This is an optimization exercise on Yosys and OpenROAD, whose aim is small area, not a production implementation.
In this exercise RTL edits were held to simulation tests only and were not proved equivalent to the original.
Power figures rest on the tool's default switching activity, not on a simulated workload.

## Loto
module Loto (Clk, BPBack, BPReview, BPReset, BPTirage, A1, A2, A3, A4);
For scale: about 1100 cells after synthesis, ~15000 um^2 of cells after synthesis.
export LEC_CHECK = 0
export CAP_MARGIN = 20
export CORE_MARGIN = 2
export CORE_UTILIZATION = 55
export SLEW_MARGIN = 20
create_clock -name core_clock -period 15.0 [get_ports {Clk}]
standard.sh (not shown) runs the stock make flow with config.mk's settings and CLKGATE_MAP_FILE= SYNTH_SCRIPT=/design/flow/synth_recipe.tcl, a recipe that flattens the netlist after the stock synthesis.
==> flow/flow/run.sh <==
#!/bin/bash
# The standard layout (standard.sh), with changes that save cell area:
# - after the standard synthesis, the combinational logic of its netlist is
#   re-mapped by Yosys/ABC with an area-oriented script (flow/reopt.ys); the
#   flip-flops are kept exactly as the standard synthesis made them;
# - after placement resizing, the resizer's power recovery downsizes gates that
#   have timing slack to spare, then repair_design fixes slew and capacitance
#   again (flow/post_resize.tcl);
# - ports get the smallest buffer;
# - clock tree synthesis uses clkbuf_4/clkbuf_8, sink clusters of up to 20
#   and no dummy loads.
# Each tool's full output goes to a log file in this folder.
set -euo pipefail
export POST_RESIZE_TCL="$PWD/flow/post_resize.tcl"
export BUFFER_PORTS_ARGS="-buffer_cell sky130_fd_sc_hd__buf_1"
export CTS_ARGS="-sink_clustering_enable -repair_clock_nets -dont_use_dummy_load -buf_list {sky130_fd_sc_hd__clkbuf_4 sky130_fd_sc_hd__clkbuf_8} -sink_clustering_size 20 -sink_clustering_max_diameter 60"

R="$PWD/orfs/results/$FLOW_PLATFORM/Loto/base"
bash standard.sh synth > standard_synth.log 2>&1
cp "$R/1_2_yosys.v" "$PWD/standard_1_2_yosys.v"

LIB="$FLOW_HOME/platforms/$FLOW_PLATFORM/lib/sky130_fd_sc_hd__tt_025C_1v80.lib"
DONT_USE=$(grep -o 'cell *( *"\?sky130_fd_sc_hd__\(lpflow_[a-z0-9_]*\|probec\?_p_8\)' "$LIB" \
  | sed 's/.*\(sky130_fd_sc_hd__[a-z0-9_]*\)/-dont_use \1/' | sort -u | tr '\n' ' ')
sed -e "s|{LIB}|$LIB|g" -e "s|{DONT_USE}|$DONT_USE|" -e "s|{NETLIST}|$R/1_2_yosys.v|g" \
  -e "s|{TOP}|$FLOW_TOP|" flow/reopt.ys > reopt_run.ys
yosys -s reopt_run.ys > yosys_reopt.log 2>&1
rm -f "$R/1_synth.odb" "$R/1_synth.sdc"

bash standard.sh > standard.log 2>&1
==> flow/flow/reopt.ys <==
# Re-maps the combinational logic of the standard synthesis netlist for area,
# keeping every flip-flop instance (name, cell type, connections) as it is.
# run.sh fills in {LIB}, {DONT_USE}, {NETLIST} and {TOP} and runs it with yosys -s.
read_liberty -overwrite -setattr liberty_cell -ignore_miss_func {LIB}
blackbox sky130_fd_sc_hd__*df* sky130_fd_sc_hd__*dl* sky130_fd_sc_hd__conb_1
read_verilog {NETLIST}
hierarchy -top {TOP}
flatten
opt_clean
abc -liberty {LIB} {DONT_USE} -script +strash;dc2;dch,-f;amap;strash;dch,-f;amap
opt_clean -purge
splitnets
hilomap -singleton -hicell sky130_fd_sc_hd__conb_1 HI -locell sky130_fd_sc_hd__conb_1 LO
insbuf -buf sky130_fd_sc_hd__buf_1 A X
opt_clean -purge
stat -liberty {LIB}
write_verilog -noattr -nohex -nodec {NETLIST}
Other scripts of this flow, unchanged in this note and not shown: flow/flow/post_resize.tcl
Rerun with:
--- a/flow/flow/run.sh
+++ b/flow/flow/run.sh
@@ -15,3 +15,3 @@
 export BUFFER_PORTS_ARGS="-buffer_cell sky130_fd_sc_hd__buf_1"
-export CTS_ARGS="-sink_clustering_enable -repair_clock_nets -dont_use_dummy_load -buf_list {sky130_fd_sc_hd__clkbuf_4 sky130_fd_sc_hd__clkbuf_8} -sink_clustering_size 20 -sink_clustering_max_diameter 60"
+export CTS_ARGS="-sink_clustering_enable -repair_clock_nets -dont_use_dummy_load -buf_list {sky130_fd_sc_hd__clkbuf_8 sky130_fd_sc_hd__clkbuf_16} -sink_clustering_size 20 -sink_clustering_max_diameter 60"
 
- CORE_UTILIZATION: 55 -> 40
=>
- The new run passed the timing, DRC and antenna checks
- synthesized cell count is unchanged
- global-route usage is lower by 3.5 points
- wire length goes up by 3.9%
- total power is higher by 10%
- critical path depth is unchanged
- non-clock buffer count stays the same
- sequential power barely changes
Rerun with:
--- a/flow/flow/run.sh
+++ b/flow/flow/run.sh
@@ -15,3 +15,3 @@
 export BUFFER_PORTS_ARGS="-buffer_cell sky130_fd_sc_hd__buf_1"
-export CTS_ARGS="-sink_clustering_enable -repair_clock_nets -dont_use_dummy_load -buf_list {sky130_fd_sc_hd__clkbuf_8 sky130_fd_sc_hd__clkbuf_16} -sink_clustering_size 20 -sink_clustering_max_diameter 60"
+export CTS_ARGS="-sink_clustering_enable -repair_clock_nets -dont_use_dummy_load -buf_list {sky130_fd_sc_hd__clkbuf_4 sky130_fd_sc_hd__clkbuf_8} -sink_clustering_size 20 -sink_clustering_max_diameter 60"
 
==> flow/flow/reopt.ys (replaced) <==
# Re-maps the combinational logic of the standard synthesis netlist for area,
# keeping every flip-flop instance (name, cell type, connections) as it is.
# Run by run.sh with LIB and DONT_USE set (yosys -s after the script's header).
read_liberty -overwrite -setattr liberty_cell -ignore_miss_func {LIB}
blackbox sky130_fd_sc_hd__*df* sky130_fd_sc_hd__*dl* sky130_fd_sc_hd__conb_1
read_verilog {NETLIST}
hierarchy -top {TOP}
flatten
opt_clean
abc -liberty {LIB} {DONT_USE} -script +strash;dch,-f;amap;strash;dch,-f;amap
opt_clean -purge
splitnets
hilomap -singleton -hicell sky130_fd_sc_hd__conb_1 HI -locell sky130_fd_sc_hd__conb_1 LO
insbuf -buf sky130_fd_sc_hd__buf_4 A X
opt_clean -purge
stat -liberty {LIB}
write_verilog -noattr -nohex -nodec {NETLIST}
The changed run ran to the end with no violations.
Sequential share of layout area grows by 1.9 points.
Die area is about the same.
Worst setup slack is better by 0.095 ns.
Power went down by 3.9%.
Count of clock-buffer cells in the layout is unchanged.
Maximum frequency went up by 1.6%.
Synthesized area stays flat.
Register-to-register slack gains 0.77 ns.
Worst hold slack is worse by 0.047 ns.
Synthesized cell count fell by 0.46%.

## static timing again, ports no longer ideal
The results above use ideal ports. As a check the final layouts listed here were re-extracted and re-timed, cells and wires unchanged. Step 1 (the two cells are an assumption about what drives the block):
set clk [get_ports {Clk}]
set_driving_cell -lib_cell sky130_fd_sc_hd__clkbuf_16 $clk
set_driving_cell -lib_cell sky130_fd_sc_hd__buf_2 [delete_from_list [all_inputs] $clk]
Step 2 adds t to the input delays and takes it off the output delays; t is the mean of the earliest and latest rising clock arrival at the registers after step 1. Input paths then give back, and output paths get back, about the clock's delay inside the block. Three values: ideal ports, drivers, drivers and shift; two values: the first two.
run | t (ns) | slack for setup (ns) | clock arrival spread, ns | worst data-port slew with drivers (ns) | cell pins on the clock port's net
the first run | 0.590 | 9.117 / 9.069 / 9.315 | 0.053 / 0.052 | 0.03 | 1
the second run | 0.579 | 9.013 / 8.960 / 9.298 | 0.032 / 0.032 | 0.03 | 1
the third run | 0.601 | 9.108 / 9.065 / 9.661 | 0.074 / 0.074 | 0.06 | 1
After both steps every run listed still meets setup and hold.
